From an optimization exercise on the open Yosys and OpenROAD flow, aimed at a short achievable clock period and few clock cycles; shortcuts taken in it are not production practice.
Function was checked by simulation only, so behaviour that the tests miss may differ from the original.
Power is estimated from default activity; no workload was simulated.

==> flow/flow/run.sh <==
#!/bin/bash
set -e
export SETUP_SLACK_MARGIN=7
bash standard.sh > standard.log 2>&1
==> flow/standard.sh <==
#!/bin/bash
# synth_recipe.tcl (not shown) runs the flow's synth.tcl, then flattens the netlist and writes it again
# the make line also repeats each setting of config.mk as NAME=value (left out here)
make -C /OpenROAD-flow-scripts/flow DESIGN_CONFIG=/design/flow/config.mk WORK_HOME=/design/flow/orfs CLKGATE_MAP_FILE= SYNTH_SCRIPT=/design/flow/synth_recipe.tcl "${@:-finish}"
==> flow/config.mk <==
export PLATFORM = sky130hd
export DESIGN_NAME = riscv_core
export DESIGN_NICKNAME = riscv_core
export VERILOG_FILES = /design/flow/design.v
export SDC_FILE = /design/flow/constraint.sdc
export NUM_CORES = 4
export LEC_CHECK = 0
export ABC_CLOCK_PERIOD_IN_PS = 3000
export CAP_MARGIN = 20
export CORE_MARGIN = 2
export CORE_UTILIZATION = 40
export PLACE_DENSITY = 0.6
export SLEW_MARGIN = 20
==> flow/constraint.sdc <==
create_clock -name core_clock -period 10.0 [get_ports {clk}]
set_input_delay 2.0000 -clock core_clock [delete_from_list [all_inputs] [get_ports {clk}]]
set_output_delay 2.0000 -clock core_clock [all_outputs]
set_load 0.01 [all_outputs]
==> flow/design.v <==
localparam logic [4:0] LOAD     = 5'b00000;
localparam logic [4:0] STORE    = 5'b01000;
localparam logic [4:0] BRANCH   = 5'b11000;
localparam logic [4:0] JALR     = 5'b11001;
localparam logic [4:0] MISC_MEM = 5'b00011;
localparam logic [4:0] JAL      = 5'b11011;
localparam logic [4:0] OP_IMM   = 5'b00100;
localparam logic [4:0] OP       = 5'b01100;
localparam logic [4:0] SYSTEM   = 5'b11100;
localparam logic [4:0] AUIPC    = 5'b00101;
localparam logic [4:0] LUI      = 5'b01101;
module riscv_core #(
    parameter XLEN = 32
) (
    input logic clk,
    input logic rst,
    output logic [XLEN-1:0] i_adr,
    output logic i_stb,
    input logic [XLEN-1:0] i_dat_r,
    input logic i_ack,
    output logic [XLEN-1:0] d_adr,
    output logic [XLEN-1:0] d_dat_w,
    output logic [XLEN/8-1:0] d_sel,
    output logic d_we,
    output logic d_stb,
    input logic [XLEN-1:0] d_dat_r,
    input logic d_ack
);
localparam logic [4:0] LOAD     = 5'b00000;
localparam logic [4:0] STORE    = 5'b01000;
localparam logic [4:0] BRANCH   = 5'b11000;
localparam logic [4:0] JALR     = 5'b11001;
localparam logic [4:0] MISC_MEM = 5'b00011;
localparam logic [4:0] JAL      = 5'b11011;
localparam logic [4:0] OP_IMM   = 5'b00100;
localparam logic [4:0] OP       = 5'b01100;
localparam logic [4:0] SYSTEM   = 5'b11100;
localparam logic [4:0] AUIPC    = 5'b00101;
localparam logic [4:0] LUI      = 5'b01101;
    logic [31:2] pc_f;
    logic        v_d;
    logic        hit_d;          
    logic [2:0]  idx_d;          
    logic [31:2] off_d;          
    logic [31:0] ir_d;
    logic [31:2] pc_d;
    logic        ex_wr, ex_load, ex_store, ex_jalr;
    logic        ex_fnt, ex_ft;              
    logic [2:0]  ex_idx;
    logic [31:2] ex_pc;
    logic        ex_c_eq, ex_c_ne, ex_c_lt, ex_c_ge, ex_c_ltu, ex_c_geu;
    logic [4:0]  ex_rd;
    logic [2:0]  ex_f3;
    logic [31:0] ex_a, ex_b, ex_sd, ex_link;
    logic [31:2] ex_alt;
    logic        ex_inv, ex_s_sum, ex_s_slt, ex_s_sltu, ex_s_xor, ex_s_or, ex_s_and,
                 ex_s_sll, ex_s_sr, ex_arith, ex_s_link;
    logic        mem_wr, mem_load, mem_memop;
    logic [4:0]  mem_rd;
    logic [2:0]  mem_f3;
    logic [31:0] mem_res, mem_sd;
    logic [3:0]  mem_sel;
    logic        wb_wr;
    logic [4:0]  wb_rd;
    logic [31:0] wb_res;
    logic [31:0] rf [1:31];
    assign i_adr   = {pc_f, 2'b00};
    assign i_stb   = 1'b1;
    assign d_adr   = mem_res;
    assign d_dat_w = mem_sd;
    assign d_sel   = mem_sel;
    assign d_we    = !mem_load;
    assign d_stb   = mem_memop;
    logic freeze;
    assign freeze = mem_memop & !d_ack;
    logic [4:0] opc_d, rs1_d, rs2_d, rd_d;
    logic [2:0] f3_d;
    assign opc_d = ir_d[6:2];
    assign rs1_d = ir_d[19:15];
    assign rs2_d = ir_d[24:20];
    assign rd_d  = ir_d[11:7];
    assign f3_d  = ir_d[14:12];
    logic d_lui, d_auipc, d_jal, d_jalr, d_branch, d_load, d_store, d_opimm, d_op;
    assign d_lui    = opc_d == LUI;
    assign d_auipc  = opc_d == AUIPC;
    assign d_jal    = opc_d == JAL;
    assign d_jalr   = opc_d == JALR;
    assign d_branch = opc_d == BRANCH;
    assign d_load   = opc_d == LOAD;
    assign d_store  = opc_d == STORE;
    assign d_opimm  = opc_d == OP_IMM;
    assign d_op     = opc_d == OP;
    logic use1_d, use2_d, wr_d;
    assign use1_d = d_jalr | d_branch | d_load | d_store | d_opimm | d_op;
    assign use2_d = d_branch | d_store | d_op;
    assign wr_d   = (d_lui | d_auipc | d_jal | d_jalr | d_load | d_opimm | d_op) & (rd_d != 5'd0);
    logic [31:0] imm_i, imm_s, imm_b, imm_u, imm_j;
    assign imm_i = {{21{ir_d[31]}}, ir_d[30:20]};
    assign imm_s = {{21{ir_d[31]}}, ir_d[30:25], ir_d[11:7]};
    assign imm_b = {{20{ir_d[31]}}, ir_d[7], ir_d[30:25], ir_d[11:8], 1'b0};
    assign imm_u = {ir_d[31:12], 12'b0};
    assign imm_j = {{12{ir_d[31]}}, ir_d[19:12], ir_d[20], ir_d[30:21], 1'b0};
    logic [31:2] tgt_d, pc4_d;
    logic        b_next_d;       
    assign tgt_d = pc_d + off_d;
    assign pc4_d = pc_d + 30'd1;
    assign b_next_d = imm_b == 32'd4;
    logic br_d, pred_d;
    assign br_d   = d_branch & !b_next_d;
    assign pred_d = br_d & (ir_d[31] | hit_d);
    logic [31:0] r1_d, r2_d;
    always_comb begin
        r1_d = (rs1_d == 5'd0) ? 32'd0 : rf[rs1_d];
        r2_d = (rs2_d == 5'd0) ? 32'd0 : rf[rs2_d];
        if (wb_wr && wb_rd == rs1_d) r1_d = wb_res;
        if (wb_wr && wb_rd == rs2_d) r2_d = wb_res;
    end
    logic f1_m, f1_w, f2_m, f2_w;
    logic [31:0] res, wbv, r1_f, r2_f;
    assign f1_m = ex_wr && !ex_load && ex_rd == rs1_d;
    assign f1_w = mem_wr && mem_rd == rs1_d;
    assign f2_m = ex_wr && !ex_load && ex_rd == rs2_d;
    assign f2_w = mem_wr && mem_rd == rs2_d;
    always_comb begin
        r1_f = f1_m ? res : (f1_w ? mem_res : r1_d);
        r2_f = f2_m ? res : (f2_w ? mem_res : r2_d);
    end
    logic ld_stall;
    assign ld_stall = v_d && ex_load && ex_wr &&
                      ((use1_d && ex_rd == rs1_d) || (use2_d && ex_rd == rs2_d));
    logic a_rs1_d, b_rs2_d;
    logic [31:0] a_d, b_d, sd_d, imm_d;
    logic ld1_d, ld2_d;         
    logic [31:0] ld_v;
    assign ld1_d = a_rs1_d && !f1_m && f1_w && mem_load;
    assign ld2_d = !f2_m && f2_w && mem_load;
    assign a_rs1_d = !(d_lui | d_auipc);
    assign b_rs2_d = d_op | d_branch;
    always_comb begin
        if (d_lui | d_auipc) imm_d = imm_u;
        else if (d_store) imm_d = imm_s;
        else imm_d = imm_i;
        if (d_lui) a_d = 32'd0;
        else if (d_auipc) a_d = {pc_d, 2'b00};
        else a_d = r1_f;
        b_d = b_rs2_d ? r2_f : imm_d;
        sd_d = r2_f;
        if (ld1_d) a_d = ld_v;
        if (ld2_d) begin
            sd_d = ld_v;
            if (b_rs2_d) b_d = ld_v;
        end
    end
    logic s_sum, s_slt, s_sltu, s_xor, s_or, s_and, s_sll, s_sr, inv_d, arith_d, s_link;
    always_comb begin
        s_sum = 0; s_slt = 0; s_sltu = 0; s_xor = 0; s_or = 0; s_and = 0;
        s_sll = 0; s_sr = 0; inv_d = 0; arith_d = ir_d[30]; s_link = 0;
        if (d_op | d_opimm) begin
            case (f3_d)
            3'b000: begin s_sum = 1; inv_d = d_op & ir_d[30]; end
            3'b001: s_sll = 1;
            3'b010: s_slt = 1;
            3'b011: s_sltu = 1;
            3'b100: s_xor = 1;
            3'b101: s_sr = 1;
            3'b110: s_or = 1;
            default: s_and = 1;
            endcase
        end else if (d_jal | d_jalr) begin
            s_link = 1;
        end else if (d_branch) begin
        end else begin
            s_sum = 1;
        end
    end
    logic c_eq, c_ne, c_lt, c_ge, c_ltu, c_geu;
    always_comb begin
        c_eq = 0; c_ne = 0; c_lt = 0; c_ge = 0; c_ltu = 0; c_geu = 0;
        case (f3_d)
        3'b000: if (pred_d) c_ne = 1; else c_eq = 1;
        3'b001: if (pred_d) c_eq = 1; else c_ne = 1;
        3'b100: if (pred_d) c_ge = 1; else c_lt = 1;
        3'b101: if (pred_d) c_lt = 1; else c_ge = 1;
        3'b110: if (pred_d) c_geu = 1; else c_ltu = 1;
        3'b111: if (pred_d) c_ltu = 1; else c_geu = 1;
        default: ;
        endcase
    end
    logic ex_redirect;
    logic [31:2] ex_tgt;
    logic id_ok;          
    logic id_redirect;
    assign id_ok = v_d && !ld_stall && !ex_redirect;
    logic take_d;
    logic [31:2] nx_d;
    assign take_d = d_jal || pred_d;
    assign nx_d = take_d ? tgt_d : pc4_d;
    assign id_redirect = v_d && !ld_stall && (hit_d ^ take_d);
    localparam NBTB = 4;
    localparam BW = 2;    
    logic [NBTB-1:0] btb_v;
    logic [31:2] btb_tag [NBTB];
    logic [31:2] btb_tgt [NBTB];
    logic [BW-1:0] btb_ptr;
    logic btb_hit;
    logic [31:2] btb_t;
    logic [BW-1:0] btb_idx;
    always_comb begin
        btb_hit = 0;
        btb_t = '0;
        btb_idx = '0;
        for (int i = 0; i < NBTB; i++) begin
            if (btb_v[i] && btb_tag[i] == pc_f) begin
                btb_hit = 1;
                btb_t = btb_t | btb_tgt[i];
                btb_idx = btb_idx | BW'(i);
            end
        end
    end
    logic        u_ins, u_del;
    logic [BW-1:0] u_idx;
    logic [31:2] u_pc, u_tgt;
    logic btb_wr;
    assign btb_wr = v_d && !ld_stall && take_d && !hit_d;
    always @(posedge clk) begin
        if (rst) begin
            btb_v <= '0;
            btb_ptr <= '0;
        end else begin
            if (u_del) btb_v[u_idx] <= 1'b0;
            if (u_ins || btb_wr) begin
                btb_v[btb_ptr] <= 1'b1;
                btb_ptr <= btb_ptr + 1'b1;
            end
        end
        if (u_ins) begin
            btb_tag[btb_ptr] <= u_pc;
            btb_tgt[btb_ptr] <= u_tgt;
        end else if (btb_wr) begin
            btb_tag[btb_ptr] <= pc_d;
            btb_tgt[btb_ptr] <= tgt_d;
        end
    end
    logic [31:2] pc_nx_id, pc_nx;
    always_comb begin
        if (ld_stall) pc_nx_id = pc_f;
        else if (id_redirect) pc_nx_id = nx_d;
        else if (i_ack) pc_nx_id = btb_hit ? btb_t : pc_f + 30'd1;
        else pc_nx_id = pc_f;
    end
    assign pc_nx = ex_redirect ? ex_tgt : pc_nx_id;
    always @(posedge clk) begin
        if (rst) pc_f <= '0;
        else if (!freeze) pc_f <= pc_nx;
    end
    always @(posedge clk) begin
        if (rst) begin
            v_d <= 1'b0;
        end else if (!freeze) begin
            if (ex_redirect) begin
                v_d <= 1'b0;
            end else if (ld_stall) begin
            end else if (id_redirect) begin
                v_d <= 1'b0;
            end else begin
                v_d <= i_ack;
            end
        end
        if (!freeze && !ld_stall) begin
            hit_d <= btb_hit;
            idx_d <= btb_idx;
            ir_d <= i_dat_r;
            off_d <= (i_dat_r[6:2] == JAL) ? {{12{i_dat_r[31]}}, i_dat_r[19:12], i_dat_r[20], i_dat_r[30:22]}
                                           : {{20{i_dat_r[31]}}, i_dat_r[7], i_dat_r[30:25], i_dat_r[11:9]};
            pc_d <= pc_f;
        end
    end
    always @(posedge clk) begin
        if (rst) begin
            ex_wr <= 0; ex_load <= 0; ex_store <= 0; ex_jalr <= 0;
            ex_fnt <= 0; ex_ft <= 0;
            ex_c_eq <= 0; ex_c_ne <= 0; ex_c_lt <= 0; ex_c_ge <= 0; ex_c_ltu <= 0; ex_c_geu <= 0;
        end else if (!freeze) begin
            ex_wr     <= id_ok & wr_d;
            ex_load   <= id_ok & d_load;
            ex_store  <= id_ok & d_store;
            ex_fnt    <= id_ok & br_d & !ir_d[31] & !hit_d;
            ex_ft     <= id_ok & br_d & !ir_d[31] & hit_d;
            ex_c_eq   <= id_ok & br_d & c_eq;
            ex_c_ne   <= id_ok & br_d & c_ne;
            ex_c_lt   <= id_ok & br_d & c_lt;
            ex_c_ge   <= id_ok & br_d & c_ge;
            ex_c_ltu  <= id_ok & br_d & c_ltu;
            ex_c_geu  <= id_ok & br_d & c_geu;
            ex_jalr   <= id_ok & d_jalr;
        end
        if (!freeze) begin
            ex_rd    <= rd_d;
            ex_f3    <= f3_d;
            ex_a     <= inv_d ? ~a_d : a_d;    
            ex_b     <= b_d;
            ex_sd    <= sd_d;
            ex_link  <= {pc4_d, 2'b00};
            ex_pc    <= pc_d;
            ex_idx   <= idx_d;
            ex_alt   <= pred_d ? pc4_d : tgt_d;
            ex_inv   <= inv_d;
            ex_s_sum <= s_sum;
            ex_s_slt <= s_slt;
            ex_s_sltu <= s_sltu;
            ex_s_xor <= s_xor;
            ex_s_or  <= s_or;
            ex_s_and <= s_and;
            ex_s_sll <= s_sll;
            ex_s_sr  <= s_sr;
            ex_arith <= arith_d;
            ex_s_link <= s_link;
        end
    end
    logic [31:0] a, b, sd;
    assign a  = ex_a;
    assign b  = ex_b;
    assign sd = ex_sd;
    logic [31:0] sum;
    always_comb begin
        logic [31:0] aa, p0, g, p;
        aa = a;
        p0 = aa ^ b;
        g = aa & b;
        p = p0;
        for (int d = 1; d < 32; d = d * 2) begin
            for (int i = 31; i >= d; i--) begin
                g[i] = g[i] | (p[i] & g[i - d]);
                p[i] = p[i] & p[i - d];
            end
        end
        sum = p0 ^ {g[30:0], 1'b0} ^ {32{ex_inv}};
    end
    logic [30:0] lt_l0, eq_l0;
    logic lt_lo, eq_lo;
    assign lt_l0 = ~a[30:0] & b[30:0];
    assign eq_l0 = ~(a[30:0] ^ b[30:0]);
    always_comb begin
        logic [31:0] l, e;
        l = {1'b0, lt_l0};
        e = {1'b1, eq_l0};
        for (int w = 1; w < 32; w = w * 2) begin
            for (int i = 0; i < 32; i += 2 * w) begin
                l[i] = l[i + w] | (e[i + w] & l[i]);
                e[i] = e[i + w] & e[i];
            end
        end
        lt_lo = l[0];
        eq_lo = e[0];
    end
    logic ltu, lt, eq, eq31;
    assign eq31 = a[31] ~^ b[31];
    assign ltu = (!a[31] & b[31]) | (eq31 & lt_lo);
    assign lt  = (a[31] & !b[31]) | (eq31 & lt_lo);
    assign eq  = eq31 & eq_lo;
    logic [31:0] sll, sr;
    assign sll = a << b[4:0];
    assign sr  = $unsigned($signed({ex_arith & a[31], a}) >>> b[4:0]);
    assign res = ({32{ex_s_sum}} & sum)
               | ({32{ex_s_slt}} & {31'd0, lt})
               | ({32{ex_s_sltu}} & {31'd0, ltu})
               | ({32{ex_s_xor}} & (a ^ b))
               | ({32{ex_s_or}} & (a | b))
               | ({32{ex_s_and}} & (a & b))
               | ({32{ex_s_sll}} & sll)
               | ({32{ex_s_sr}} & sr)
               | ({32{ex_s_link}} & ex_link);
    assign ex_redirect = ex_jalr | (ex_c_eq & eq) | (ex_c_ne & !eq) | (ex_c_lt & lt) | (ex_c_ge & !lt)
                       | (ex_c_ltu & ltu) | (ex_c_geu & !ltu);
    assign ex_tgt = ex_jalr ? sum[31:2] : ex_alt;
    logic [31:0] sd_w;
    logic [3:0]  sel_w;
    always_comb begin
        case (ex_f3[1:0])
        2'b00: begin sd_w = {4{sd[7:0]}};  sel_w = 4'b0001 << sum[1:0]; end
        2'b01: begin sd_w = {2{sd[15:0]}}; sel_w = sum[1] ? 4'b1100 : 4'b0011; end
        default: begin sd_w = sd;          sel_w = 4'b1111; end
        endcase
    end
    always @(posedge clk) begin
        if (rst) begin
            u_ins <= 0; u_del <= 0;
        end else begin
            u_ins <= !freeze && ex_fnt && ex_redirect;
            u_del <= !freeze && ex_ft && ex_redirect;
        end
        u_idx <= ex_idx;
        u_pc  <= ex_pc;
        u_tgt <= ex_alt;
    end
    always @(posedge clk) begin
        if (rst) begin
            mem_wr <= 0; mem_load <= 0; mem_memop <= 0;
        end else if (!freeze) begin
            mem_wr    <= ex_wr;
            mem_load  <= ex_load;
            mem_memop <= ex_load | ex_store;
        end
        if (!freeze) begin
            mem_rd  <= ex_rd;
            mem_f3  <= ex_f3;
            mem_res <= res;
            mem_sd  <= sd_w;
            mem_sel <= sel_w;
        end
    end
    logic [31:0] ld_sh;
    assign ld_sh = d_dat_r >> {mem_res[1:0], 3'b000};
    always_comb begin
        case (mem_f3)
        3'b000: ld_v = {{24{ld_sh[7]}}, ld_sh[7:0]};
        3'b001: ld_v = {{16{ld_sh[15]}}, ld_sh[15:0]};
        3'b100: ld_v = {24'd0, ld_sh[7:0]};
        3'b101: ld_v = {16'd0, ld_sh[15:0]};
        default: ld_v = ld_sh;
        endcase
    end
    assign wbv = mem_load ? ld_v : mem_res;
    always @(posedge clk) begin
        if (rst) begin
            wb_wr <= 0;
        end else if (!freeze) begin
            wb_wr <= mem_wr;
        end
        if (!freeze) begin
            wb_rd  <= mem_rd;
            wb_res <= wbv;
        end
    end
    always @(posedge clk) begin
        if (wb_wr) rf[wb_rd] <= wb_res;
    end
endmodule
==> qor.yml, run 1 <==
status: "finished clean"
viasPerCell: 6.427
synthArstFlopShare: 0
yosys_most_used_dff: "edfxtp_1"
fin_crit_sh: 0.3935
numCtsBuffers: 185
antenna_found_initial: 16
grt_max_degree: 67
num_vias: 66015
ctsHoldBuffers: 0
multi_input_area_mm2: 0.04104
nets: 7343
p_leak_nw: 40.63
setup-tns-final_ns: 0
hpwl_um: 212200
hold_class: "flip-flop to flip-flop"
final_antenna_net_count: 0
synth_edf_count: 1627
min_period_ns: 3.935
relSlewSlack: 0.1995
grt_pass1_wl_um: 502600
crit_path_start_kind: "flip-flop"
report.power.total_mw: 22.07
ys_warn_count: 1
hold_viol: 0
synth.yosys.seq_area_share: 0.5731
path_common_cell: "buf_12"
cts_tree: "done"
ff_latch_area_mm2: 0.05152
clkLatencyLatePin_ns: 0.89
ys_seq_elements: 1754
cts.sinks: 1754
synth_top_area_cell: "edfxtp_1"
syn-mean-instance-area_um2: 14.19
layoutNonFillerInstCount: 10272
drc: 0
worst_ir_drop_vdd_v: 0.0001985
portBuffers: 165
fin_skew_ns: 0.09597
wirelength_um: 367900
fin_util: 0.5219
root_buffer: "clkbuf_16"
yosysUniqueCellTypes: 89
grt.total_usage: 0.3138
synth_area_mm2: 0.08969
fp-row-count: 173
grt_pass1_vias: 63399
cp_cell_sequence: "inv_2, ha_4, nor4_4, nand4_1, buf_6, nor4_4, mux2i_1, nor3b_2, mux2i_4, nor2_4, buf_12, buf_12, buf_12, a211oi_1, a211oi_2, a211oi_1"
post-place-ws_ns: 4.128
timing_worst_setup_path_type: "flip-flop to flip-flop"
dr.pass1.iters: 9
drtIter0Drc: 8923
rsz0062_at_grt: "true"
postPlaceCellArea_mm2: 0.09500
fmax_mhz: 254.1
place_congestion: 0.9729
crit_fanout: 8
dieArea_mm2: 0.2280
overflow: 0
synthCells: 6320
die_h_um: 477.5
synth_top_area_frac: 0.5448
fp.dieW_um: 477.5
cap_violations: 0
timing.hold.ws_ns: 0.2958
syn2layout_area_growth_pct: 29.48
crit_arrival_ns: 4.72
synth_area_leaders: "edfxtp_1 54%, mux4_2 16%, dfxtp_1 2.8%"
cp_slowest_stage_delay_ns: 0.57
dp_cells: 9150
final_cell_area_mm2: 0.1161
clock_path_buffers: 3
io_pins: 171
fillers: 18294
power_density_mw_per_mm2: 190.1
slew_violations: 0
cp-end-kind: "flip-flop"
tightest_slew_ns: 1.192
wl_per_cell_um: 35.81
cp.required_ns: 10.79
drive_gt1_frac: 0.3867
cpMaxStageDelayCell: "edfxtp_1"
start_util: 0.4030
clk_pin_slew_ns: 0.06
coreArea_mm2: 0.2225
cts-htree-levels: 4
layout_setup_ws_ns: 6.065
setup_viol: 0
## power by group
part	leakage [nW]	internal (mW)	switching [mW]
Sequential	16.5	8.96	0.638
Clock	2.98	3.97	3.10
Combinational	21.1	2.30	3.10
Total	40.6	15.2	6.83
## cell type report
cell class                 count  area share
timing repair inverter         6   0.0004849
inverter                     152    0.006055
timing repair buffer        1103      0.1109
sequential                  1754      0.4436
multi-input combinational   3938      0.3535
tap                         2975     0.03205
antenna                        7   0.0001508
clock buffer                 238     0.04301
clock inverter                99     0.01029
## worst max-delay path: cells and delay by family, from the launching register on
kind / cells / cell delay, ns
flip-flops: 1 / 0.57
adder cells (fa/ha/maj): 1 / 0.27
AO/OA/AOI/OAI: 3 / 0.53
buffers and inverters: 5 / 0.71
AND/OR/NAND/NOR: 5 / 1.32
multiplexers: 2 / 0.43
## sequential cells by signal (all words and copies together) (netlist names), 5 cells and up, named ones only
signal and flops:
btb_tag 120, btb_tgt 120, ex_a 32, ex_alt 30
ex_b 32, ex_link 30, ex_pc 30, ex_rd 5
ex_sd 32, ir_d 30, mem_rd 5, mem_res 32
mem_sd 32, off_d 12, pc_d 30, pc_f 30
rf 992, u_pc 30, u_tgt 30, wb_rd 5
wb_res 32
## metal layers
metal	vias to the layer above	GRT usage	routed length (um)
met5	-	0	32
met4	4	0.2077	29530
met3	1049	0.07472	39840
met2	4364	0.4867	167700
met1	33949	0.3925	130700
li1	26649	-	-
## kinds of logic (layout without fill, tap and decap cells)
| family | count (synthesis) | after routing | share of synthesized area |
|---|---|---|---|
| buffers and inverters | 633 | 1598 | 0.02983 |
| xor gates and xnor gates | 323 | 323 | 0.03213 |
| other | 2 | 10 | 0.00008374 |
| muxes | 891 | 891 | 0.1889 |
| and+or+nand+nor | 1330 | 1332 | 0.06791 |
| adders and majority gates | 135 | 135 | 0.01900 |
| AOI/OAI and AO/OA | 1252 | 1254 | 0.08905 |
| DFF | 1754 | 1754 | 0.5731 |
## what timing repair did
action / 4_1_cts / 5_1_grt
setup endpoints to repair: 1231 / 938
pin swaps: 225 / 193
gates cloned: 81 / 8
buffers inserted: 507 / 164
gates resized for setup: 1643 / 359
## cells in the mapped netlist, types with 28 or more instances
cell type	number
mux4_2	636
o211ai_1	74
o21ai_0	287
nand2_1	477
nor2_1	410
xnor2_1	233
xor2_1	83
mux2i_1	203
ha_1	133
and3_1	33
inv_1	148
buf_1	49
a211oi_1	89
dfxtp_1	127
nor3_1	58
edfxtp_1	1627
mux2_2	52
nand4_1	93
nand3_1	97
a21oi_1	383
buf_4	30
a21o_1	57
buf_2	131
a22oi_1	78
clkbuf_1	268
nor2b_1	28
## cell usage in the layout, fill, tap and decap left out, types with 38 or more instances in the layout
cell,synthesis,final
mux4_2,636,636
nor3_1,58,48
ha_1,133,83
clkbuf_16,0,198
a211oi_1,89,59
nor2_4,0,48
buf_2,131,51
edfxtp_1,1627,1627
dfxtp_1,127,84
nand4_1,93,93
o21ai_0,287,165
o211ai_1,74,74
o21ai_2,0,57
buf_16,0,71
mux2i_1,203,145
a22oi_1,78,71
nor2_1,410,334
clkbuf_1,268,42
a21oi_2,0,87
buf_4,30,553
xnor2_1,233,195
inv_1,148,111
nand2_1,477,431
a21oi_1,383,254
xor2_1,83,73
buf_6,3,186
mux2i_4,0,42
nand2_2,0,38
nand3_1,97,83
o21ai_1,8,48
buf_12,0,108
a21oi_4,0,42
a21o_1,57,54
clkdlybuf4s50_1,0,52
## path summary, 6_finish.rpt
check / start / end / slack [ns] / cells past startpoint
max reg2reg: ex_b[18]$_DFFE_PN_ / pc_f[19]$_SDFFE_PP0P_ / 6.06 / 16
max: ex_b[18]$_DFFE_PN_ / pc_f[19]$_SDFFE_PP0P_ / 6.06 / 16
min: ex_pc[24]$_DFFE_PN_ / u_pc[24]$_DFF_P_ / 0.30 / 0
min reg2reg: ex_pc[24]$_DFFE_PN_ / u_pc[24]$_DFF_P_ / 0.30 / 0
Testbench counts, summed over its fixed seeds: cycles 23,492.
==> run 2, diff against run 1 <==
--- a/flow/design.v
+++ b/flow/design.v
@@ -44,7 +44,9 @@
     logic [31:2] off_d;          
     logic [31:0] ir_d;
     logic [31:2] pc_d;
-    logic        ex_wr, ex_load, ex_store, ex_jalr;
+    logic        ex_v;                       
+    logic        ex_kill;                    
+    logic        ex_wr, ex_load, ex_store, ex_jalr, ex_auipc;
     logic        ex_fnt, ex_ft;              
     logic [2:0]  ex_idx;
     logic [31:2] ex_pc;
@@ -166,7 +168,7 @@
             3'b110: s_or = 1;
             default: s_and = 1;
             endcase
-        end else if (d_jal | d_jalr) begin
+        end else if (d_jal | d_jalr | d_auipc) begin
             s_link = 1;
         end else if (d_branch) begin
         end else begin
@@ -190,12 +192,20 @@
     logic [31:2] ex_tgt;
     logic id_ok;          
     logic id_redirect;
-    assign id_ok = v_d && !ld_stall && !ex_redirect;
+    assign id_ok = v_d && !ld_stall;
     logic take_d;
     logic [31:2] nx_d;
-    assign take_d = d_jal || pred_d;
-    assign nx_d = take_d ? tgt_d : pc4_d;
+    logic fuse_d;
+    logic [31:2] jtgt_d;
+    logic [31:0] jsum_d;
+    assign fuse_d = d_jalr && ex_auipc && ex_rd == rs1_d;
+    assign jsum_d = ex_link + imm_i;
+    assign jtgt_d = jsum_d[31:2];
+    assign take_d = d_jal || pred_d || fuse_d;
+    assign nx_d = fuse_d ? jtgt_d : (take_d ? tgt_d : pc4_d);
     assign id_redirect = v_d && !ld_stall && (hit_d ^ take_d);
+    logic [31:0] link_d;
+    assign link_d = d_auipc ? {pc_d[31:12] + ir_d[31:12], pc_d[11:2], 2'b00} : {pc4_d, 2'b00};
     localparam NBTB = 4;
     localparam BW = 2;    
     logic [NBTB-1:0] btb_v;
@@ -221,7 +231,7 @@
     logic [BW-1:0] u_idx;
     logic [31:2] u_pc, u_tgt;
     logic btb_wr;
-    assign btb_wr = v_d && !ld_stall && take_d && !hit_d;
+    assign btb_wr = v_d && !ld_stall && (d_jal || pred_d) && !hit_d;
     always @(posedge clk) begin
         if (rst) begin
             btb_v <= '0;
@@ -248,15 +258,20 @@
         else if (i_ack) pc_nx_id = btb_hit ? btb_t : pc_f + 30'd1;
         else pc_nx_id = pc_f;
     end
-    assign pc_nx = ex_redirect ? ex_tgt : pc_nx_id;
+    logic [31:2] restart, pc_nx_nf;
+    assign restart = (ex_v && !ex_kill) ? ex_pc : (v_d ? pc_d : pc_f);
+    assign pc_nx_nf = freeze ? restart : pc_nx_id;
+    logic [31:2] tgt_nf;
+    assign tgt_nf = freeze ? restart : ex_tgt;
+    assign pc_nx = ex_redirect ? tgt_nf : pc_nx_nf;
     always @(posedge clk) begin
         if (rst) pc_f <= '0;
-        else if (!freeze) pc_f <= pc_nx;
+        else pc_f <= pc_nx;
     end
     always @(posedge clk) begin
-        if (rst) begin
+        if (rst || freeze) begin
             v_d <= 1'b0;
-        end else if (!freeze) begin
+        end else begin
             if (ex_redirect) begin
                 v_d <= 1'b0;
             end else if (ld_stall) begin
@@ -266,7 +281,7 @@
                 v_d <= i_ack;
             end
         end
-        if (!freeze && !ld_stall) begin
+        if (!ld_stall) begin
             hit_d <= btb_hit;
             idx_d <= btb_idx;
             ir_d <= i_dat_r;
@@ -277,10 +292,20 @@
     end
     always @(posedge clk) begin
         if (rst) begin
-            ex_wr <= 0; ex_load <= 0; ex_store <= 0; ex_jalr <= 0;
+            ex_v <= 0;
+            ex_kill <= 0;
+            ex_wr <= 0; ex_load <= 0; ex_store <= 0; ex_jalr <= 0; ex_auipc <= 0;
             ex_fnt <= 0; ex_ft <= 0;
             ex_c_eq <= 0; ex_c_ne <= 0; ex_c_lt <= 0; ex_c_ge <= 0; ex_c_ltu <= 0; ex_c_geu <= 0;
-        end else if (!freeze) begin
+        end else if (freeze) begin
+            ex_v <= 0;
+            ex_kill <= 0;
+            ex_wr <= 0; ex_load <= 0; ex_store <= 0; ex_jalr <= 0; ex_auipc <= 0;
+            ex_fnt <= 0; ex_ft <= 0;
+            ex_c_eq <= 0; ex_c_ne <= 0; ex_c_lt <= 0; ex_c_ge <= 0; ex_c_ltu <= 0; ex_c_geu <= 0;
+        end else begin
+            ex_v      <= id_ok;
+            ex_kill   <= ex_redirect;
             ex_wr     <= id_ok & wr_d;
             ex_load   <= id_ok & d_load;
             ex_store  <= id_ok & d_store;
@@ -292,15 +317,16 @@
             ex_c_ge   <= id_ok & br_d & c_ge;
             ex_c_ltu  <= id_ok & br_d & c_ltu;
             ex_c_geu  <= id_ok & br_d & c_geu;
-            ex_jalr   <= id_ok & d_jalr;
+            ex_jalr   <= id_ok & d_jalr & !fuse_d;
+            ex_auipc  <= id_ok & d_auipc & wr_d;
         end
-        if (!freeze) begin
+        begin
             ex_rd    <= rd_d;
             ex_f3    <= f3_d;
             ex_a     <= inv_d ? ~a_d : a_d;    
             ex_b     <= b_d;
             ex_sd    <= sd_d;
-            ex_link  <= {pc4_d, 2'b00};
+            ex_link  <= link_d;
             ex_pc    <= pc_d;
             ex_idx   <= idx_d;
             ex_alt   <= pred_d ? pc4_d : tgt_d;
@@ -370,8 +396,8 @@
                | ({32{ex_s_sll}} & sll)
                | ({32{ex_s_sr}} & sr)
                | ({32{ex_s_link}} & ex_link);
-    assign ex_redirect = ex_jalr | (ex_c_eq & eq) | (ex_c_ne & !eq) | (ex_c_lt & lt) | (ex_c_ge & !lt)
-                       | (ex_c_ltu & ltu) | (ex_c_geu & !ltu);
+    assign ex_redirect = !ex_kill & (ex_jalr | (ex_c_eq & eq) | (ex_c_ne & !eq) | (ex_c_lt & lt) | (ex_c_ge & !lt)
+                                     | (ex_c_ltu & ltu) | (ex_c_geu & !ltu));
     assign ex_tgt = ex_jalr ? sum[31:2] : ex_alt;
     logic [31:0] sd_w;
     logic [3:0]  sel_w;
@@ -397,9 +423,9 @@
         if (rst) begin
             mem_wr <= 0; mem_load <= 0; mem_memop <= 0;
         end else if (!freeze) begin
-            mem_wr    <= ex_wr;
-            mem_load  <= ex_load;
-            mem_memop <= ex_load | ex_store;
+            mem_wr    <= ex_wr & !ex_kill;
+            mem_load  <= ex_load & !ex_kill;
+            mem_memop <= (ex_load | ex_store) & !ex_kill;
         end
         if (!freeze) begin
             mem_rd  <= ex_rd;
==> run 2 against run 1 <==
Effect of this change: core utilization increased by 1.1 points; worst setup slack improved by 0.23 ns; design area increased by 3.3%; area after synthesis increased by 1.3%; synthesized cell count increased by 5.9%; critical path depth decreased by 15; power decreased by 1.6%; largest power group unchanged; hold slack improved by 0.0044 ns; register-to-register slack improved by 0.24 ns; sequential power decreased by 3.3%.
==> qor.yml, run 2 <==
cap_violations: 0
hpwl_um: 221200
viasPerCell: 6.557
multi_input_area_mm2: 0.04512
intPower_mw: 15.10
antenna_found_initial: 26
synth_fa_ha_area_frac: 0.02580
p_comb_frac: 0.233
fin_skew_ns: 0.09321
r2r_slack_ns: 6.30
numCtsBuffers: 191
drive_gt1_frac: 0.3931
report.power.total_mw: 21.71
grt_max_degree: 78
reg.largest.list: "rf x992, btb_tag x120, btb_tgt x120"
switching_share: 0.3046
fillers: 18043
synthSimpleGateAreaFrac: 0.07109
final_cell_mix: "1420 x edfxtp_1, 619 x mux4_2, 536 x buf_4, 437 x nor2_1, 311 x nand2_1"
synthArstFlopShare: 0
timing.hold.ws_ns: 0.3002
synth_xor_xnor_area_share: 0.03460
top_register: "rf"
grt.total_usage: 0.3231
coreArea_mm2: 0.2253
hold_viol: 0
final_common_cell: "edfxtp_1"
cp.required_ns: 8.00
power_frac_clock: 0.340
synth_compound_area_frac: 0.1009
clock_path_buffers: 3
p_leak_nw: 42.49
fmax_mhz: 269.9
cts-htree-levels: 4
relSlewSlack: 0.1768
synthCells: 6693
drc: 0
grt_pass1_wl_um: 524000
die_h_um: 480.6
ys_warn_count: 1
synth_edf_count: 1420
fin_util: 0.5326
grt_pass1_vias: 66761
cp_cell_sequence: "buf_2"
min_period_ns: 3.705
overflow: 0
nets: 7822
fin_crit_sh: 0.3705
hold_class: "flip-flop to flip-flop"
synth_top_area_cell: "edfxtp_1"
clk_pin_slew_ns: 0.07
cts.sinks: 1757
crit_path_start_kind: "flip-flop"
synth_top_area_frac: 0.4692
syn-mean-instance-area_um2: 13.58
start_util: 0.4033
portBuffers: 165
yosys_most_used_dff: "edfxtp_1"
ys_seq_elements: 1757
timing_worst_setup_path_type: "flip-flop to primary output"
fp.dieW_um: 480.6
wirelength_um: 385200
cp-end-kind: "primary output"
fp-row-count: 174
drtIter0Drc: 10571
place_congestion: 1.011
wl_per_cell_um: 35.88
power_density_mw_per_mm2: 180.9
cpMaxStageDelayCell: "edfxtp_1"
crit_fanout: 3
critPathBufInv: 1
num_vias: 70398
clkLatencyLatePin_ns: 0.90
synth.top_cells.by_count: "1420 x edfxtp_1, 619 x mux4_2, 511 x nor2_1"
dr.pass1.iters: 6
setup-tns-final_ns: 0
root_buffer: "clkbuf_16"
synth_area_mm2: 0.09088
synth_area_leaders: "edfxtp_1 47%, mux4_2 15%, dfxtp_1 7.4%"
p_switching_mw: 6.611
p_seq_frac: 0.427
final_antenna_net_count: 0
ff_latch_area_mm2: 0.04968
setup_viol: 0
yosysUniqueCellTypes: 100
crit_family: "flip-flops"
syn2layout_area_growth_pct: 32.05
status: "finished clean"
io_pins: 171
rsz0062_at_grt: "true"
yosys-mux-area-fraction: 0.1937
cts_tree: "done"
cp_slowest_stage_delay_ns: 0.60
crit_arrival_ns: 1.71
worst_ir_drop_vdd_v: 0.0001657
largest_reg_flops: 992
synth.most_common_cell: "edfxtp_1"
tightest_slew_ns: 1.200
slew_violations: 0
synth.yosys.seq_area_share: 0.5435
synth_top_family_by_area: "multiplexers"
dieArea_mm2: 0.2310
[run 2: what timing repair did]
| action | in CTS | in global routing |
|---|---|---|
| pin swaps | 305 | 231 |
| gates cloned | 114 | 13 |
| setup buffers | 550 | 167 |
| endpoints found under the setup margin | 1062 | 945 |
| gates resized for setup | 1850 | 350 |
| hold buffers | 0 | 0 |
[run 2: worst paths after layout]
check,from,endpoint,cells after the start
setup / recovery,mem_res[7]$_DFFE_PN_,d_adr[7],1
hold / removal,ex_alt[13]$_DFF_P_,u_tgt[13]$_DFF_P_,0
setup reg to reg,ex_a[8]$_DFF_P_,pc_f[25]$_SDFFE_PP0P_,15
hold reg to reg,ex_alt[13]$_DFF_P_,u_tgt[13]$_DFF_P_,0
[run 2: power by group through the flow]
stage | logic, mW | clock network [mW] | registers, mW
detailed placement | 2.97 | 0 | 9.76
CTS | 4.20 | 7.41 | 9.51
finish | 5.05 | 7.38 | 9.28
global placement | 2.96 | 0 | 9.73
global route | 5.19 | 7.70 | 9.29
floorplan | 1.79 | 0 | 9.30
[run 2: cells by family after synthesis]
kind of cell	count (synthesis)
other	2
adder cells (fa/ha/maj)	185
multiplexers	973
flip-flops	1757
XOR/XNOR	359
AO/OA/AOI/OAI	1406
buffers and inverters	640
AND/OR/NAND/NOR	1371
[run 2: area by class of cell]
class,instances,share of cell area
Clock inverter,111,0.01034
Multi-Input combinational cell,4312,0.3760
Clock buffer,248,0.04395
Sequential cell,1757,0.4140
Timing Repair Buffer,1171,0.1188
Antenna cell,9,0.0001877
Tap cell,2992,0.03120
Inverter,130,0.005088
Timing Repair inverter,6,0.0004275
[run 2: layer usage]
metal,share of wire,global-route usage,up-vias
met5,0.00021,0,-
met4,0.073,0.1897,12
met3,0.12,0.07761,1156
met2,0.44,0.4915,5090
met1,0.36,0.4213,35921
li1,-,-,28219
[run 2: stage by stage]
stage,cells,area (um^2),setup slack (ns)
2_1_floorplan,6694,91910,6.333
6_report,10736,120000,6.295
3_5_place_dp,9503,96340,4.649
4_1_cts,10526,116500,6.305
3_3_place_gp,9502,96310,4.694
5_1_grt,10732,120000,6.273
Testbench counts of run 2, summed over its fixed seeds: cycles 23,244.
==> run 3, diff against run 2 <==
--- a/flow/design.v
+++ b/flow/design.v
@@ -38,7 +38,10 @@
 localparam logic [4:0] AUIPC    = 5'b00101;
 localparam logic [4:0] LUI      = 5'b01101;
     logic [31:2] pc_f;
+    logic [31:0] d_adr_q;        
     logic        v_d;
+    logic        hitf_d;         
+    logic [31:14] hi_d;          
     logic        hit_d;          
     logic [2:0]  idx_d;          
     logic [31:2] off_d;          
@@ -47,6 +50,8 @@
     logic        ex_v;                       
     logic        ex_kill;                    
     logic        ex_wr, ex_load, ex_store, ex_jalr, ex_auipc;
+    logic        jr_q;
+    logic [31:2] jt_q;
     logic        ex_fnt, ex_ft;              
     logic [2:0]  ex_idx;
     logic [31:2] ex_pc;
@@ -68,7 +73,7 @@
     logic [31:0] rf [1:31];
     assign i_adr   = {pc_f, 2'b00};
     assign i_stb   = 1'b1;
-    assign d_adr   = mem_res;
+    assign d_adr   = d_adr_q;
     assign d_dat_w = mem_sd;
     assign d_sel   = mem_sel;
     assign d_we    = !mem_load;
@@ -203,7 +208,8 @@
     assign jtgt_d = jsum_d[31:2];
     assign take_d = d_jal || pred_d || fuse_d;
     assign nx_d = fuse_d ? jtgt_d : (take_d ? tgt_d : pc4_d);
-    assign id_redirect = v_d && !ld_stall && (hit_d ^ take_d);
+    assign hit_d = hitf_d && (hi_d == pc_d[31:14]);
+    assign id_redirect = v_d && !ld_stall && (hitf_d ? !(hit_d && take_d) : take_d);
     logic [31:0] link_d;
     assign link_d = d_auipc ? {pc_d[31:12] + ir_d[31:12], pc_d[11:2], 2'b00} : {pc4_d, 2'b00};
     localparam NBTB = 4;
@@ -215,14 +221,17 @@
     logic btb_hit;
     logic [31:2] btb_t;
     logic [BW-1:0] btb_idx;
+    logic [31:14] btb_hi;
     always_comb begin
         btb_hit = 0;
         btb_t = '0;
         btb_idx = '0;
+        btb_hi = '0;
         for (int i = 0; i < NBTB; i++) begin
-            if (btb_v[i] && btb_tag[i] == pc_f) begin
+            if (btb_v[i] && btb_tag[i][13:2] == pc_f[13:2]) begin
                 btb_hit = 1;
                 btb_t = btb_t | btb_tgt[i];
+                btb_hi = btb_hi | btb_tag[i][31:14];
                 btb_idx = btb_idx | BW'(i);
             end
         end
@@ -260,19 +269,22 @@
     end
     logic [31:2] restart, pc_nx_nf;
     assign restart = (ex_v && !ex_kill) ? ex_pc : (v_d ? pc_d : pc_f);
-    assign pc_nx_nf = freeze ? restart : pc_nx_id;
+    assign pc_nx_nf = freeze ? restart : (jr_q ? jt_q : pc_nx_id);
     logic [31:2] tgt_nf;
     assign tgt_nf = freeze ? restart : ex_tgt;
     assign pc_nx = ex_redirect ? tgt_nf : pc_nx_nf;
     always @(posedge clk) begin
         if (rst) pc_f <= '0;
         else pc_f <= pc_nx;
+        if (rst) jr_q <= 1'b0;
+        else jr_q <= ex_jalr && !ex_kill && !freeze;
+        jt_q <= sum[31:2];
     end
     always @(posedge clk) begin
         if (rst || freeze) begin
             v_d <= 1'b0;
         end else begin
-            if (ex_redirect) begin
+            if (ex_redirect || jr_q) begin
                 v_d <= 1'b0;
             end else if (ld_stall) begin
             end else if (id_redirect) begin
@@ -282,7 +294,8 @@
             end
         end
         if (!ld_stall) begin
-            hit_d <= btb_hit;
+            hitf_d <= btb_hit;
+            hi_d <= btb_hi;
             idx_d <= btb_idx;
             ir_d <= i_dat_r;
             off_d <= (i_dat_r[6:2] == JAL) ? {{12{i_dat_r[31]}}, i_dat_r[19:12], i_dat_r[20], i_dat_r[30:22]}
@@ -305,7 +318,7 @@
             ex_c_eq <= 0; ex_c_ne <= 0; ex_c_lt <= 0; ex_c_ge <= 0; ex_c_ltu <= 0; ex_c_geu <= 0;
         end else begin
             ex_v      <= id_ok;
-            ex_kill   <= ex_redirect;
+            ex_kill   <= ex_redirect || (ex_jalr && !ex_kill) || jr_q;
             ex_wr     <= id_ok & wr_d;
             ex_load   <= id_ok & d_load;
             ex_store  <= id_ok & d_store;
@@ -396,9 +409,9 @@
                | ({32{ex_s_sll}} & sll)
                | ({32{ex_s_sr}} & sr)
                | ({32{ex_s_link}} & ex_link);
-    assign ex_redirect = !ex_kill & (ex_jalr | (ex_c_eq & eq) | (ex_c_ne & !eq) | (ex_c_lt & lt) | (ex_c_ge & !lt)
+    assign ex_redirect = !ex_kill & ((ex_c_eq & eq) | (ex_c_ne & !eq) | (ex_c_lt & lt) | (ex_c_ge & !lt)
                                      | (ex_c_ltu & ltu) | (ex_c_geu & !ltu));
-    assign ex_tgt = ex_jalr ? sum[31:2] : ex_alt;
+    assign ex_tgt = ex_alt;
     logic [31:0] sd_w;
     logic [3:0]  sel_w;
     always_comb begin
@@ -431,6 +444,7 @@
             mem_rd  <= ex_rd;
             mem_f3  <= ex_f3;
             mem_res <= res;
+            d_adr_q <= (ex_load | ex_store) ? res : 32'd0;
             mem_sd  <= sd_w;
             mem_sel <= sel_w;
         end
==> run 3 against run 2 <==
Effect of this change: first-iteration DRC count shrank 2.1%; design area grew 0.68%; area after synthesis grew 2.4%; final cell count grew 1.4%; sequential share of layout area grew 1.5 points; clock-buffer cell count is the same; core utilization shrank 1.2 points; largest cell class unchanged; largest power group unchanged.
==> qor.yml, run 3 <==
status: "finished clean"
coreArea_mm2: 0.2319
portBuffers: 165
fin_crit_sh: 0.3870
slew_violations: 0
synthArstFlopShare: 0
timing.hold.ws_ns: 0.3000
fin_skew_ns: 0.1084
syn2layout_area_growth_pct: 29.88
synth.yosys.seq_area_share: 0.5538
timing_worst_setup_path_type: "flip-flop to flip-flop"
cts_tree: "done"
numCtsBuffers: 194
power_density_mw_per_mm2: 200.1
drtIter0Drc: 10347
hpwl_um: 222000
synth.most_common_cell: "edfxtp_1"
layoutNonFillerInstCount: 10886
ys_warn_count: 1
crit_path_start_kind: "flip-flop"
ys_seq_elements: 1838
cp-end-kind: "flip-flop"
start_util: 0.4012
crit_arrival_ns: 4.64
final_common_cell: "edfxtp_1"
setup_viol: 0
fmax_mhz: 258.4
grt_pass1_wl_um: 514400
overflow: 0
viasPerCell: 6.508
grt_pass1_vias: 66939
clock_path_buffers: 3
drc: 0
wl_per_cell_um: 35.08
dr.pass1.iters: 8
clkLatencyLatePin_ns: 0.91
cp.required_ns: 10.77
largest_reg_flops: 992
synth_area_leaders: "edfxtp_1 47%, mux4_2 15%, dfxtp_1 7.9%"
synth_area_mm2: 0.09302
tightest_slew_ns: 1.183
cap_violations: 0
synth_top_area_frac: 0.4746
yosysUniqueCellTypes: 97
ctsHoldBuffers: 0
cts.sinks: 1838
wirelength_um: 381900
rsz0062_at_grt: "true"
fillers: 18801
fp.dieW_um: 486.2
die_h_um: 486.2
setup-tns-final_ns: 0
crit_fanout: 10
nets: 7926
syn-mean-instance-area_um2: 13.53
hold_viol: 0
synth.top_cells.by_count: "1470 x edfxtp_1, 634 x mux4_2, 524 x nand2_1"
antenna_found_initial: 22
num_vias: 70845
reg.largest.list: "rf x992, btb_tag x120, btb_tgt x120"
top_register: "rf"
synthCells: 6874
min_period_ns: 3.870
yosys_most_used_dff: "edfxtp_1"
dp_cells: 9747
grt_max_degree: 67
synth_top_area_cell: "edfxtp_1"
worst_ir_drop_vdd_v: 0.0002019
root_buffer: "clkbuf_16"
synth_edf_count: 1470
clk_pin_slew_ns: 0.06
report.power.total_mw: 24.18
drive_gt1_frac: 0.3764
cts-htree-levels: 4
p_leak_nw: 43.07
grt.total_usage: 0.3074
final_cell_mix: "1470 x edfxtp_1, 634 x mux4_2, 450 x buf_4, 436 x nor2_1, 390 x nand2_1"
relSlewSlack: 0.2115
final_antenna_net_count: 0
place_congestion: 0.9980
dieArea_mm2: 0.2364
hold_class: "flip-flop to flip-flop"
io_pins: 171
fp-row-count: 177
## run 3: changes by cell type after synthesis, moves of 31 or more
cell      previous run  this run
clkbuf_1           285       343
a22oi_1             61        93
a21oi_1            395       359
nand4_1             86        44
mux2_2              93        45
edfxtp_1          1420      1470
xnor2_1            275       202
dfxtp_1            337       368
nand2_1            358       524
## run 3: what timing repair did
item                                    in CTS  in global routing
endpoints found under the setup margin    1099                819
pin swaps                                  242                283
buffers inserted                           430                212
cloned                                      82                 29
gates resized for setup                   1706                564
hold endpoints to repair                     0                  0
## run 3: final timing paths
kind                     startpoint                    end  slack (ns)  cells after the start
hold reg to reg   ex_pc[19]$_DFF_P_       u_pc[19]$_DFF_P_        0.30                      0
setup reg to reg   ex_a[11]$_DFF_P_  pc_f[17]$_SDFFE_PP0P_        6.13                     15
setup / recovery   ex_a[11]$_DFF_P_  pc_f[17]$_SDFFE_PP0P_        6.13                     15
hold / removal    ex_pc[19]$_DFF_P_       u_pc[19]$_DFF_P_        0.30                      0
## run 3: metal layers
metal	share of wire	vias to the layer above	GRT usage	wire length, um
li1	-	28598	-	-
met1	0.35	35972	0.3856	134700
met2	0.46	4995	0.4855	174800
met3	0.11	1268	0.06598	41930
met4	0.079	12	0.1932	30350
met5	0.00023	-	0	89
## run 3: final cells by class
| cell class | count | area, um^2 | share of cell area |
|---|---|---|---|
| antenna | 8 | 20.02 | 0.0001657 |
| clock buffer | 248 | 5231 | 0.04330 |
| clock inverter | 110 | 1274 | 0.01054 |
| inverter | 157 | 663.1 | 0.005489 |
| multi-input combinational | 4375 | 44900 | 0.3716 |
| sequential | 1838 | 51770 | 0.4285 |
| tap | 3043 | 3807 | 0.03152 |
| timing repair buffer | 1101 | 13100 | 0.1084 |
| timing repair inverter | 6 | 48.80 | 0.0004039 |
## run 3: power breakdown
| part | switching [mW] | leakage, nW | internal [mW] | total [mW] |
|---|---|---|---|---|
| registers | 0.846 | 16.9 | 9.40 | 10.2 |
| logic | 3.73 | 23.0 | 2.79 | 6.52 |
| clock network | 3.21 | 3.15 | 4.21 | 7.41 |
| total | 7.78 | 43.1 | 16.4 | 24.2 |
## run 3: worst max-delay path, stage by stage (launching register included)
cell and delay, ns:
dfxtp_4 0.43, inv_1 0.09, ha_2 0.37, nor3_4 0.26, nand3_4 0.16, a31oi_4 0.23
o41ai_4 0.12, a211o_2 0.37, a2111oi_4 0.37, buf_6 0.19, buf_6 0.13, o31ai_4 0.14
nor2_4 0.31, buf_12 0.14, nand2_2 0.07, a311oi_1 0.38
## run 3: cell families after synthesis
group,count (synthesis),share of synthesized area
AO/OA/AOI/OAI,1442,0.1044
flip-flops,1838,0.5538
adder cells (fa/ha/maj),185,0.02521
multiplexers,933,0.1863
AND/OR/NAND/NOR,1501,0.07237
other,2,0.00008074
buffers and inverters,682,0.03045
XOR/XNOR,291,0.02740
## run 3: through the flow
stage | utilization | worst slack, ns | area (um^2)
2_1_floorplan | - | 6.278 | 93790
3_3_place_gp | 0.4252 | 4.462 | 98590
3_5_place_dp | 0.4253 | 4.434 | 98620
4_1_cts | 0.4986 | 6.223 | 115600
5_1_grt | 0.5210 | 6.060 | 120800
6_report | 0.5210 | 6.130 | 120800
Testbench counts of run 3, summed over its fixed seeds: cycles 23,244.
==> run 4, diff against run 3 <==
--- a/flow/design.v
+++ b/flow/design.v
@@ -123,40 +123,33 @@
         if (wb_wr && wb_rd == rs2_d) r2_d = wb_res;
     end
     logic f1_m, f1_w, f2_m, f2_w;
-    logic [31:0] res, wbv, r1_f, r2_f;
+    logic [31:0] res, wbv;
     assign f1_m = ex_wr && !ex_load && ex_rd == rs1_d;
     assign f1_w = mem_wr && mem_rd == rs1_d;
     assign f2_m = ex_wr && !ex_load && ex_rd == rs2_d;
     assign f2_w = mem_wr && mem_rd == rs2_d;
-    always_comb begin
-        r1_f = f1_m ? res : (f1_w ? mem_res : r1_d);
-        r2_f = f2_m ? res : (f2_w ? mem_res : r2_d);
-    end
     logic ld_stall;
     assign ld_stall = v_d && ex_load && ex_wr &&
                       ((use1_d && ex_rd == rs1_d) || (use2_d && ex_rd == rs2_d));
-    logic a_rs1_d, b_rs2_d;
-    logic [31:0] a_d, b_d, sd_d, imm_d;
+    logic b_rs2_d;
+    logic [31:0] b_d, sd_d, imm_d;
     logic ld1_d, ld2_d;         
     logic [31:0] ld_v;
-    assign ld1_d = a_rs1_d && !f1_m && f1_w && mem_load;
-    assign ld2_d = !f2_m && f2_w && mem_load;
-    assign a_rs1_d = !(d_lui | d_auipc);
+    assign ld1_d = f1_w && mem_load;
+    assign ld2_d = f2_w && mem_load;
     assign b_rs2_d = d_op | d_branch;
+    logic [31:0] a_o, b_o, sd_o;
+    logic fa_m, fb_m;
+    assign fa_m = f1_m;
+    assign fb_m = b_rs2_d && f2_m;
     always_comb begin
-        if (d_lui | d_auipc) imm_d = imm_u;
-        else if (d_store) imm_d = imm_s;
+        if (d_store) imm_d = imm_s;
         else imm_d = imm_i;
-        if (d_lui) a_d = 32'd0;
-        else if (d_auipc) a_d = {pc_d, 2'b00};
-        else a_d = r1_f;
-        b_d = b_rs2_d ? r2_f : imm_d;
-        sd_d = r2_f;
-        if (ld1_d) a_d = ld_v;
-        if (ld2_d) begin
-            sd_d = ld_v;
-            if (b_rs2_d) b_d = ld_v;
-        end
+        a_o = ld1_d ? ld_v : (f1_w ? mem_res : r1_d);
+        sd_o = ld2_d ? ld_v : (f2_w ? mem_res : r2_d);
+        b_o = b_rs2_d ? sd_o : imm_d;
+        b_d = fb_m ? res : b_o;
+        sd_d = f2_m ? res : sd_o;
     end
     logic s_sum, s_slt, s_sltu, s_xor, s_or, s_and, s_sll, s_sr, inv_d, arith_d, s_link;
     always_comb begin
@@ -173,7 +166,7 @@
             3'b110: s_or = 1;
             default: s_and = 1;
             endcase
-        end else if (d_jal | d_jalr | d_auipc) begin
+        end else if (d_jal | d_jalr | d_auipc | d_lui) begin
             s_link = 1;
         end else if (d_branch) begin
         end else begin
@@ -210,8 +203,12 @@
     assign nx_d = fuse_d ? jtgt_d : (take_d ? tgt_d : pc4_d);
     assign hit_d = hitf_d && (hi_d == pc_d[31:14]);
     assign id_redirect = v_d && !ld_stall && (hitf_d ? !(hit_d && take_d) : take_d);
-    logic [31:0] link_d;
-    assign link_d = d_auipc ? {pc_d[31:12] + ir_d[31:12], pc_d[11:2], 2'b00} : {pc4_d, 2'b00};
+    logic [31:0] link_d;    
+    always_comb begin
+        if (d_lui) link_d = imm_u;
+        else if (d_auipc) link_d = {pc_d[31:12] + ir_d[31:12], pc_d[11:2], 2'b00};
+        else link_d = {pc4_d, 2'b00};
+    end
     localparam NBTB = 4;
     localparam BW = 2;    
     logic [NBTB-1:0] btb_v;
@@ -336,7 +333,7 @@
         begin
             ex_rd    <= rd_d;
             ex_f3    <= f3_d;
-            ex_a     <= inv_d ? ~a_d : a_d;    
+            ex_a     <= fa_m ? (inv_d ? ~res : res) : (inv_d ? ~a_o : a_o);    
             ex_b     <= b_d;
             ex_sd    <= sd_d;
             ex_link  <= link_d;
==> run 4 against run 3 <==
Effect of this change: still clean; critical path depth increased by 1; via count decreased by 2.3%; worst setup slack got worse by 0.049 ns; register-to-register slack got worse by 0.05 ns.
==> qor.yml, run 4 <==
final_antenna_net_count: 0
cp_cell_sequence: "inv_1, ha_4, nor4_4, nand4b_1, buf_6, nor4_4, mux2_4, a221o_1, o311a_4, buf_16, buf_4, nor2_4, buf_6, nand3_4, buf_12, a311oi_1"
hpwl_um: 207200
syn-mean-instance-area_um2: 13.53
largest_reg_flops: 992
coreArea_mm2: 0.2295
cts.sinks: 1838
min_to: "u_idx[0]$_DFF_P_"
top_register: "rf"
synth.most_common_cell: "edfxtp_1"
drtIter0Drc: 9704
cp_slowest_stage_delay_ns: 0.35
numCtsBuffers: 194
yosysUniqueCellTypes: 104
p_leak_nw: 42.78
crit_path_start_kind: "flip-flop"
synthCells: 6810
tightest_slew_ns: 1.294
wirelength_um: 364100
layout_setup_ws_ns: 6.081
yosys_most_used_dff: "edfxtp_1"
drc: 0
grt_pass1_wl_um: 494700
cts-htree-levels: 4
hold_viol: 0
hold_class: "flip-flop to flip-flop"
layoutNonFillerInstCount: 10784
portBuffers: 165
dr.pass1.iters: 8
io_pins: 171
dieArea_mm2: 0.2342
timing.hold.ws_ns: 0.3274
critPathBufInv: 6
cts_tree: "done"
place_congestion: 0.9817
fin_skew_ns: 0.08078
grt.total_usage: 0.2939
ys_seq_elements: 1838
cpMaxStageDelayCell: "nor4_4"
report.power.total_mw: 22.75
holdPathStages: 0
start_util: 0.4015
final_cell_area_mm2: 0.1197
drive_gt1_frac: 0.3795
synth_edf_count: 1470
reg.largest.list: "rf x992, btb_tag x120, btb_tgt x120"
status: "finished clean"
fmax_mhz: 255.1
synth_area_leaders: "edfxtp_1 48%, mux4_2 14%, dfxtp_1 8.0%"
viasPerCell: 6.421
overflow: 0
fin_util: 0.5216
syn2layout_area_growth_pct: 29.93
min_period_ns: 3.919
worst_ir_drop_vdd_v: 0.0001577
grt_max_degree: 61
synth.top_cells.by_count: "1470 x edfxtp_1, 591 x mux4_2, 498 x nor2_1"
cp.required_ns: 10.75
ff2ff_path_depth: 16
final_common_cell: "edfxtp_1"
crit_family: "simple AND/OR/NAND/NOR gates"
relSlewSlack: 0.1374
r2r_slack_ns: 6.08
fp.dieW_um: 483.9
num_vias: 69247
grt_pass1_vias: 66028
antenna_found_initial: 31
ctsHoldBuffers: 0
setup-tns-final_ns: 0
rr_startpoint: "ex_b[8]$_DFF_P_"
clock_path_buffers: 3
rsz0062_at_grt: "true"
synth_area_mm2: 0.09212
min_from: "ex_idx[0]$_DFF_P_"
rr_endpoint: "pc_f[30]$_SDFFE_PP0P_"
dp_cells: 9657
fin_crit_sh: 0.3919
root_buffer: "clkbuf_16"
clk_pin_slew_ns: 0.07
setup_viol: 0
postPlaceCellArea_mm2: 0.09747
wl_per_cell_um: 33.77
timing_worst_setup_path_type: "flip-flop to flip-flop"
ys_warn_count: 1
crit_fanout: 11
cap_violations: 0
synthArstFlopShare: 0
synth_top_area_cell: "edfxtp_1"
fp-row-count: 176
die_h_um: 483.9
nets: 7834
slew_violations: 0
final_cell_mix: "1470 x edfxtp_1, 591 x mux4_2, 482 x buf_4, 425 x nor2_1, 320 x nand2_1"
synth.yosys.seq_area_share: 0.5591
synth_top_area_frac: 0.4792
cp-end-kind: "flip-flop"
power_density_mw_per_mm2: 190.1
clkLatencyLatePin_ns: 0.90
crit_arrival_ns: 4.67
post-place-ws_ns: 4.466
-- run 4: cell count changes in the layout (fill, tap and decap cells not counted), sizes merged, moves of 26 or more --
cell	previous run	this run
a211oi	102	219
nand2	524	449
o21ai	289	338
buf	998	950
mux4	634	591
o211ai	98	68
a21o	82	56
-- run 4: area by class of cell --
type,count,area [um^2]
Fill cell,18723,109800
Timing Repair inverter,4,48.80
Inverter,180,770.7
Clock buffer,242,5139
Tap cell,3026,3786
Multi-Input combinational cell,4300,44030
Antenna cell,9,22.52
Sequential cell,1838,51800
Timing Repair Buffer,1063,12770
Clock inverter,122,1325
-- run 4: kinds of logic (layout without fill, tap and decap cells) --
group	count (synthesis)	count (layout)	share of synthesized area
xor+xnor	306	306	0.02909
compound gates	1524	1524	0.1092
other cells	2	12	0.00008152
fa+ha+maj	185	185	0.02545
mux	883	883	0.1770
simple gates	1387	1399	0.06889
flops	1838	1838	0.5591
buf+inv	685	1611	0.03120
-- run 4: layer usage --
layer  up-vias  share of wire  global-route usage
met5         -        0.00030                   0
met4        12          0.068              0.1635
met3      1104           0.11             0.06751
met2      4466           0.46              0.4678
met1     35381           0.36              0.3709
li1      28284              -                   -
-- run 4: worst max-delay path by stage --
stage / start / endpoint / slack (ns) / depth (start not counted)
CTS: ir_d[23]$_DFFE_PN_ / pc_f[28]$_SDFFE_PP0P_ / 6.08 / 13
global route: ex_b[13]$_DFF_P_ / pc_f[12]$_SDFFE_PP0P_ / 5.99 / 16
finish: ex_b[8]$_DFF_P_ / pc_f[30]$_SDFFE_PP0P_ / 6.08 / 16
global placement: ex_a[15]$_DFF_P_ / pc_f[22]$_SDFFE_PP0P_ / 4.49 / 14
floorplan: ex_b[2]$_DFF_P_ / pc_f[28]$_SDFFE_PP0P_ / 6.31 / 16
detailed placement: ex_a[15]$_DFF_P_ / pc_f[22]$_SDFFE_PP0P_ / 4.47 / 14
-- run 4: repair_timing --
action,CTS,global route
buffers inserted,390,225
cloned,80,42
setup endpoints to repair,1128,1079
endpoints found under the hold margin,0,0
pin swaps,215,269
resized for setup,1619,648
-- run 4: worst register-to-register path: cells and delay by family (launching register included) --
| kind | cells | cell delay (ns) |
|---|---|---|
| AOI/OAI and AO/OA | 3 | 0.92 |
| buffers and inverters | 6 | 0.90 |
| adders and majority gates | 1 | 0.27 |
| and+or+nand+nor | 5 | 1.07 |
| DFF | 1 | 0.34 |
| muxes | 1 | 0.35 |
-- run 4: report_power, final --
part / internal, mW / total (mW) / switching, mW
Sequential: 9.22 / 9.87 / 0.654
Clock: 4.15 / 7.40 / 3.25
Combinational: 2.33 / 5.48 / 3.16
Testbench counts of run 4, summed over its fixed seeds: cycles 23,244.

-- static timing again, ports no longer ideal --
How much do the figures lean on ideal ports? The routed layouts below were timed once more, with nothing changed but the port constraints. Step 1 sets driving cells, clkbuf_16 on the clock port and buf_2 on the other inputs (assumed; they add their load-dependent delay and slew). Step 2 adds t to the input delays and takes it off the output delays; t is the mean of the earliest and latest rising clock arrival at the registers after step 1. Input paths then give back, and output paths get back, about the clock's delay inside the block. a / b / c = ideal ports / drivers / drivers and shift; a / b = the first two.
run | t (ns) | setup slack, ns | worst setup path after step 2 | latest minus earliest clock arrival (ns) | worst slew at a driven data input, ns
run 1 | 0.933 | 6.065 / 6.065 / 5.436 | input to register | 0.098 / 0.098 | 0.09
run 2 | 0.948 | 6.295 / 6.203 / 5.593 | input to register | 0.094 / 0.093 | 0.20
run 3 | 0.958 | 6.130 / 6.130 / 5.584 | input to register | 0.109 / 0.109 | 0.08
run 4 | 0.946 | 6.081 / 6.081 / 5.547 | input to register | 0.081 / 0.081 | 0.16
After both steps setup and hold are still met in every run listed. For run 2, which loses most, drivers alone change the setup slack by -0.092 ns; drivers and shift together by -0.702 ns.
